Source: an optimization exercise on an open RTL-to-GDS flow (aim: small area and a short achievable clock period). Production flows keep margins and buffers that such runs may drop.
RTL that was checked went through simulation tests only; none was proved equivalent to the original.

Setup of build 8:
// PPU
module PPU (
    input clk,
    input rst,
    input i_en,
    input [31:0] data_in,
    input [11:0] scaling_factor,
    output logic [6:0] data_out,
    output logic valid,
    output logic [31:0] data_in_out
);
export LEC_CHECK = 0
export ABC_AREA = 1
export CAP_MARGIN = 20
export CORE_MARGIN = 2
export CORE_UTILIZATION = 40
export CTS_BUF_LIST = sky130_fd_sc_hd__clkbuf_8
export SLEW_MARGIN = 20
create_clock -name core_clock -period 120.0 [get_ports {clk}]
standard.sh (not shown) runs the stock make flow with config.mk's settings and CLKGATE_MAP_FILE= SYNTH_SCRIPT=/design/flow/synth_recipe.tcl, a recipe that flattens the netlist after the stock synthesis.
==> flow/flow/run.sh <==
#!/bin/bash
# Standard ORFS layout, with the port buffers made from the smallest buffer cell.
set -o pipefail
bash standard.sh BUFFER_PORTS_ARGS="-buffer_cell sky130_fd_sc_hd__buf_1" finish > standard_flow.log 2>&1
Build 8 completed every stage of the flow, and the final layout passed the timing, design-rule and antenna checks.
Input changes introduced in build 90 (baseline for comparison: build 8):
==> flow/flow/run.sh <==
#!/bin/bash
# Standard ORFS layout, with the port buffers made from the smallest buffer cell.
set -o pipefail
bash standard.sh BUFFER_PORTS_ARGS="-buffer_cell sky130_fd_sc_hd__buf_1" SETUP_SLACK_MARGIN=86.5 finish > standard_flow.log 2>&1
Results
Number of fill cells was higher in the run labelled build 8.
Taking build 8 as the reference, in build 90 final setup slack of the worst path now larger, sequential share of layout area now smaller, routability congestion estimate comparable, total DRC errors in the routed layout comparable.
Post-synthesis sequential element count came out exactly the same in build 8 and build 90.
Summary of build 90 over build 8: cell area after synthesis flat; met2 layer wire length in the routed design up about 30%.
In terms of data required time at the worst endpoint, build 8 and build 90 differ only marginally.
Edits applied to the flow inputs when going from build 90 to build 83:
- CTS_BUF_LIST: sky130_fd_sc_hd__clkbuf_8 -> sky130_fd_sc_hd__clkbuf_16
- CTS_CLUSTER_SIZE: unset -> 40
- CTS_CLUSTER_DIAMETER: unset -> 500
==> flow/flow/run.sh <==
#!/bin/bash
# Standard ORFS layout, with the port buffers made from the smallest buffer cell.
set -o pipefail
bash standard.sh BUFFER_PORTS_ARGS="-buffer_cell sky130_fd_sc_hd__buf_1" finish > standard_flow.log 2>&1
==> run notes <==
- All of build 83 and build 90 finish clean.
- Build 83 vs. build 90: upper clock frequency limit dropped about 3.7%; critical path depth went down 2.9%; number of ports placed on the die boundary was more or less identical; length of routed wiring on met1 shrank by about 13%.
#### Input delta (build 56 over build 83)
- CTS_CLUSTER_SIZE: 40 -> unset
- CTS_CLUSTER_DIAMETER: 500 -> unset
- CTS_BUF_LIST: sky130_fd_sc_hd__clkbuf_16 -> unset
- CORE_UTILIZATION: 40 -> 70
Results
- Build 83: full flow OK, the timing, design-rule and antenna checks passed
- The flow did not stop early for build 56: all stages ran, and the layout cleared the timing, design-rule and antenna checks.
- Global placement routability congestion in build 56 vs build 83: up 0.10
- In build 56 the routed wire length turned out 890 um higher than in build 83.
- HPWL after detailed placement: build 83 and build 56 compared, higher one is build 56
- Critical path depth in cells is lower on build 56
- Clock period minus final worst setup slack sits higher in build 56 than in build 83.
- Final area: build 56 vs build 83 down about 2.4%
- Build 56 vs build 83 — fmax dropped about 1.9%.

========
PPU, a different RTL version from the one above (not shown whole).
For scale: roughly 710 cells after synthesis, ~40 flip-flops, ~0.0042 mm^2 of cells after synthesis.
## PPU
module PPU (
    input clk,
    input rst,
    input i_en,
    input [31:0] data_in,
    input [11:0] scaling_factor,
    output logic [6:0] data_out,
    output logic valid,
    output logic [31:0] data_in_out
);
==> flow/config.mk <==
export PLATFORM = sky130hd
export DESIGN_NAME = PPU
export DESIGN_NICKNAME = PPU
export VERILOG_FILES = /design/flow/design.v
export SDC_FILE = /design/flow/constraint.sdc
export NUM_CORES = 4
export LEC_CHECK = 0
export ABC_AREA = 1
export CAP_MARGIN = 20
export CORE_MARGIN = 2
export CORE_UTILIZATION = 40
export CTS_BUF_LIST = sky130_fd_sc_hd__clkbuf_8
export SLEW_MARGIN = 20
==> flow/constraint.sdc <==
create_clock -name core_clock -period 120.0 [get_ports {clk}]
set_input_delay 24.0000 -clock core_clock [delete_from_list [all_inputs] [get_ports {clk}]]
set_output_delay 24.0000 -clock core_clock [all_outputs]
set_load 0.01 [all_outputs]
==> flow/flow/run.sh <==
#!/bin/bash
# ORFS layout with two changes: synthesis maps the logic with our own ABC script
# (flow/abc_area.script, no gate sizing or buffering inside ABC), and the port buffers are
# made from the smallest buffer cell. Each step's full output goes to its own log file here.
set -o pipefail
mkdir -p synth_scripts
cp -r "$FLOW_HOME/scripts/." synth_scripts/
cp flow/abc_area.script synth_scripts/abc_area.script
bash standard.sh SCRIPTS_DIR="$PWD/synth_scripts" synth > synth_flow.log 2>&1 || exit 1
bash standard.sh BUFFER_PORTS_ARGS="-buffer_cell sky130_fd_sc_hd__buf_1" finish > layout_flow.log 2>&1
==> flow/flow/abc_area.script <==
strash
dc2
dch
map -B 0.9
topo
stime -c
buffer -c
upsize -c
dnsize -c
Edit:
==> flow/flow/abc_area.script (replaced) <==
strash
dch
map -B 0.5
topo
stime -c
buffer -c
upsize -c
dnsize -c
Outcome:
- die area is higher by 20%
- clock-buffer cell count stays the same
- utilization is lower by 0.84 points
- setup slack gets better by 6100 ps
- global-route usage is lower by 0.70 points
Edit:
==> flow/flow/abc_area.script (replaced) <==
strash
dch
map -B 0.3
After rerunning:
- The changed run produced a clean layout
- global-route usage is higher by 1.9 points
- clock-buffer cell count came out higher by 1
- die area decreases by 10%
- fmax drops by 9.8%
- wire length rose by about 1.5%
- area after synthesis fell by about 11%
- final cell count came out lower by 2.8%
Edit:
==> flow/flow/abc_area.script (replaced) <==
strash
dc2
dch
map -B 0.3
The changed run produced a clean layout.
Cell area shrinks by 10%.
Wire length shrinks by 8.2%.
Count of clock-buffer cells in the layout does not change.
Sequential cell count stays the same.
Cell count shrinks by 11%.
Edit:
==> flow/flow/abc_area.script (replaced) <==
strash
dc2
dch
map -B 0.9
topo
upsize -c
dnsize -c
Effect:
- sequential share of layout area fell by 0.42 points
- cell area rose by 2.5%
- clock-buffer cell count falls by 1
- first-iteration DRC count climbs by 26%
- non-clock buffer count decreases by 2
- die area climbs by 2.8%
- maximum frequency increases by 8.7%
Edit:
==> flow/flow/abc_area.script (replaced) <==
strash
dc2
dch
map -B 0.9
topo
buffer -c
What happened: The new run completed without violations. Wire length is higher by 1.4%. Design area falls by 5.2%. Via count barely changes. Global-route usage fell by 0.76 points. Fmax falls by 4.5%. Synthesized area went up by 2.7%.

========
== job 9355 ==
Another version of the RTL of PPU (not shown whole).
Size in the first run: roughly 400 cells after synthesis, ~40 flip-flops, ~87 I/O pins, roughly 0.0042 mm^2 of cells after synthesis.
==> flow/config.mk <==
export PLATFORM = sky130hd
export DESIGN_NAME = PPU
export DESIGN_NICKNAME = PPU
export VERILOG_FILES = /design/flow/design.v
export SDC_FILE = /design/flow/constraint.sdc
export NUM_CORES = 4
export LEC_CHECK = 0
export CAP_MARGIN = 20
export CORE_MARGIN = 2
export CORE_UTILIZATION = 40
export SLEW_MARGIN = 20
==> flow/constraint.sdc <==
create_clock -name core_clock -period 120.0 [get_ports {clk}]
set_input_delay 24.0000 -clock core_clock [delete_from_list [all_inputs] [get_ports {clk}]]
set_output_delay 24.0000 -clock core_clock [all_outputs]
set_load 0.01 [all_outputs]
==> flow/flow/run.sh <==
#!/bin/bash
# Standard ORFS layout, with the port buffers made from the smallest buffer cell.
set -o pipefail
bash standard.sh BUFFER_PORTS_ARGS="-buffer_cell sky130_fd_sc_hd__buf_1" finish > standard_flow.log 2>&1
[inputs] job 4175 vs job 9355
==> flow/run.sh (new file) <==
#!/bin/bash
# synth_recipe.tcl (not shown) runs the flow's synth.tcl, then flattens the netlist and writes it again
# the make line also repeats each setting of config.mk as NAME=value (left out here)
make -C /OpenROAD-flow-scripts/flow DESIGN_CONFIG=/design/flow/config.mk WORK_HOME=/design/flow/orfs CLKGATE_MAP_FILE= SYNTH_SCRIPT=/design/flow/synth_recipe.tcl finish
removed: flow/flow/run.sh
removed: flow/standard.sh
Notes after the runs:
Re post-synthesis area per instance: no difference whatsoever between job 9355 and job 4175. Compared with job 9355, final weighted congestion in routability-driven placement in job 4175 decreased by a little under 10%. Looking at critical-path cell with the highest stage delay, the sky130_fd_sc_hd__clkdlybuf4s50_1 result is from job 4175; the sky130_fd_sc_hd__a21o_1 one comes from job 9355. Diff job 4175..job 9355 | multiplexer area fraction after synthesis | unchanged. When the final numbers for job 9355 and job 4175 were put side by side, the final non-filler cell area turned out to be greater in job 4175. Clock network contribution to total cell area, job 9355 and job 4175: higher on job 9355. Per the comparison of job 4175 with job 9355, final worst setup slack moved down; detailed-route wire length on metal 1 higher; number of global-route vias before repair saw little to no change; wire length now larger. Summary — hold slack, job 4175 relative to job 9355: higher, by 0.33 ns.
No functional check of the RTL was part of any run of this note.

========
Setup of job 800:
Another version of the RTL of PPU (not shown whole).
For scale: about 580 cells after synthesis, ~87 I/O pins, about 4200 um^2 of cells after synthesis.
// PPU
module PPU (
    input clk,
    input rst,
    input i_en,
    input [31:0] data_in,
    input [11:0] scaling_factor,
    output logic [6:0] data_out,
    output logic valid,
    output logic [31:0] data_in_out
);
Settings: LEC_CHECK=0, CAP_MARGIN=20, CORE_MARGIN=2, CORE_UTILIZATION=70, SLEW_MARGIN=20, SYNTH_HIERARCHICAL=1, SYNTH_MINIMUM_KEEP_SIZE=0; clock period 120.0 ns.
==> flow/flow/run.sh <==
#!/bin/bash
# Standard ORFS layout, with the port buffers made from the smallest buffer cell.
set -o pipefail
bash standard.sh BUFFER_PORTS_ARGS="-buffer_cell sky130_fd_sc_hd__buf_1" finish > standard_flow.log 2>&1
> inputs changed (job 800 -> job 1750)
diff --git a/flow/config.mk b/flow/config.mk
--- a/flow/config.mk
+++ b/flow/config.mk
@@ -9,3 +9,3 @@
 export CORE_MARGIN = 2
-export CORE_UTILIZATION = 70
+export CORE_UTILIZATION = 40
 export SLEW_MARGIN = 20
==> comparison <==
- Area after synthesis: job 800 vs job 1750 identical
- Global-route met1 utilization in job 1750 is 8.8 points below job 800.
- From job 800 to job 1750 the numbers moved as follows: via count fell by about 5.6%, core utilization fell by 34 points, final global-route overflow total stayed essentially flat, portion of the layout cell area used by non-clock buffers fell by 0.16 points.
- Compared with job 800, job 1750 instantiates a larger number of cells.
- Changes observed in job 1750 relative to job 800: share of the clock period used by the worst path after layout went down; final area went up.
Here is what was changed in the inputs of job 8015 compared with job 1750.
==> flow/flow/run.sh <==
#!/bin/bash
# Standard ORFS layout, with the port buffers made from the smallest buffer cell, and timing
# repair aiming at a setup slack of 85 ns so that it speeds up the critical paths.
set -o pipefail
bash standard.sh BUFFER_PORTS_ARGS="-buffer_cell sky130_fd_sc_hd__buf_1" SETUP_SLACK_MARGIN=85 finish > standard_flow.log 2>&1
Notes after the runs:
Comparing job 8015 with job 1750, the clock-pin slew on the worst setup and hold paths came out essentially unchanged.
Job 8015 against job 1750: area overhead of the layout relative to synthesis rose 31 points; post-route cell area rose about 27%; met2 demand-to-capacity share in global routing rose 7.5 points.

========
Setup of before:
PPU with an RTL version that a note above also has.
Size: ~87 I/O pins, ~5100 um^2 of cells after synthesis.
Settings: LEC_CHECK=0, ABC_AREA=1, CAP_MARGIN=20, CORE_MARGIN=2, CORE_UTILIZATION=40, SLEW_MARGIN=20; clock period 120.0 ns.
==> flow/flow/run.sh <==
#!/bin/bash
# Standard ORFS layout, with the port buffers made from the smallest buffer cell, and timing
# repair aiming at a setup slack of 90 ns so that it speeds up the critical paths.
set -o pipefail
bash standard.sh BUFFER_PORTS_ARGS="-buffer_cell sky130_fd_sc_hd__buf_1" SETUP_SLACK_MARGIN=90 finish > standard_flow.log 2>&1
before ran to completion and came out clean on the timing, design-rule and antenna checks.
What after does differently from before at the input level:
==> flow/flow/run.sh <==
#!/bin/bash
# Standard ORFS layout, with the port buffers made from the smallest buffer cell.
set -o pipefail
bash standard.sh BUFFER_PORTS_ARGS="-buffer_cell sky130_fd_sc_hd__buf_1" finish > standard_flow.log 2>&1
Findings:
[compare] base=before new=after: wire length lower, post-synthesis to final-layout area growth has decreased, worst hold-check slack closely matched the old numbers, complex-gate fraction of the synthesized area about even.
Compared with before, after shows a lower non-clock buffer area fraction after layout.
after gives less global-route usage than before did.
Reported for before and after, overall die width turned out identical to the last digit.
Vias: after fewer than before
Instance count on the critical path was higher in the run labelled after.

==> afterwards: timing with drivers on the ports <==
Ports are ideal in the flow. The routed layouts listed here were re-timed in OpenROAD. Step 1, drivers: a clkbuf_16 drives clk and a buf_2 each remaining input, both assumed. Step 2, shift: input delay + t, output delay - t, t = (earliest + latest rising clock arrival at the registers) / 2. This alone moves slack from input paths to output paths. a / b / c = ideal / step 1 / step 2; a / b = the first two.
run	t (ns)	setup WS [ns]	hold WS [ns]	worst data-port slew with drivers (ns)
build 8	0.334	85.137 / 85.126 / 84.792	23.885 / 23.878 / 24.212	0.07
build 90	0.339	86.416 / 86.374 / 86.035	23.880 / 23.873 / 24.211	0.14
build 83	0.322	85.115 / 85.091 / 84.769	23.905 / 23.893 / 24.215	0.07
build 56	0.312	84.454 / 84.455 / 84.142	23.915 / 23.910 / 24.222	0.04
the first run of note 2	0.324	79.477 / 79.478 / 79.154	23.908 / 23.898 / 24.222	0.05
the second run of note 2	0.319	85.563 / 85.562 / 85.243	23.902 / 23.895 / 24.214	0.04
the third run of note 2	0.331	81.817 / 81.824 / 81.493	23.886 / 23.875 / 24.205	0.04
the fourth run of note 2	0.311	76.163 / 76.162 / 75.851	23.902 / 23.895 / 24.206	0.04
the fifth run of note 2	0.312	79.679 / 79.681 / 79.369	23.897 / 23.886 / 24.198	0.06
the sixth run of note 2	0.318	77.776 / 77.776 / 77.458	23.897 / 23.890 / 24.208	0.04
job 9355	0.322	62.317 / 62.324 / 62.002	23.934 / 23.928 / 24.250	0.04
job 4175	0.328	62.034 / 62.030 / 61.703	24.267 / 24.261 / 24.589	0.05
job 800	0.308	77.552 / 77.551 / 77.243	23.945 / 23.947 / 24.255	0.04
job 1750	0.314	78.089 / 78.090 / 77.777	23.939 / 23.934 / 24.248	0.04
job 8015	0.316	82.162 / 82.120 / 81.804	23.929 / 23.932 / 24.248	0.08
before	0.325	86.628 / 86.595 / 86.271	23.906 / 23.889 / 24.214	0.13
after	0.322	85.115 / 85.091 / 84.769	23.905 / 23.893 / 24.215	0.07
After both steps every run listed still meets setup and hold. The setup slack of build 90, which loses most, moves by -0.042 ns with the drivers and by -0.381 ns with both steps.
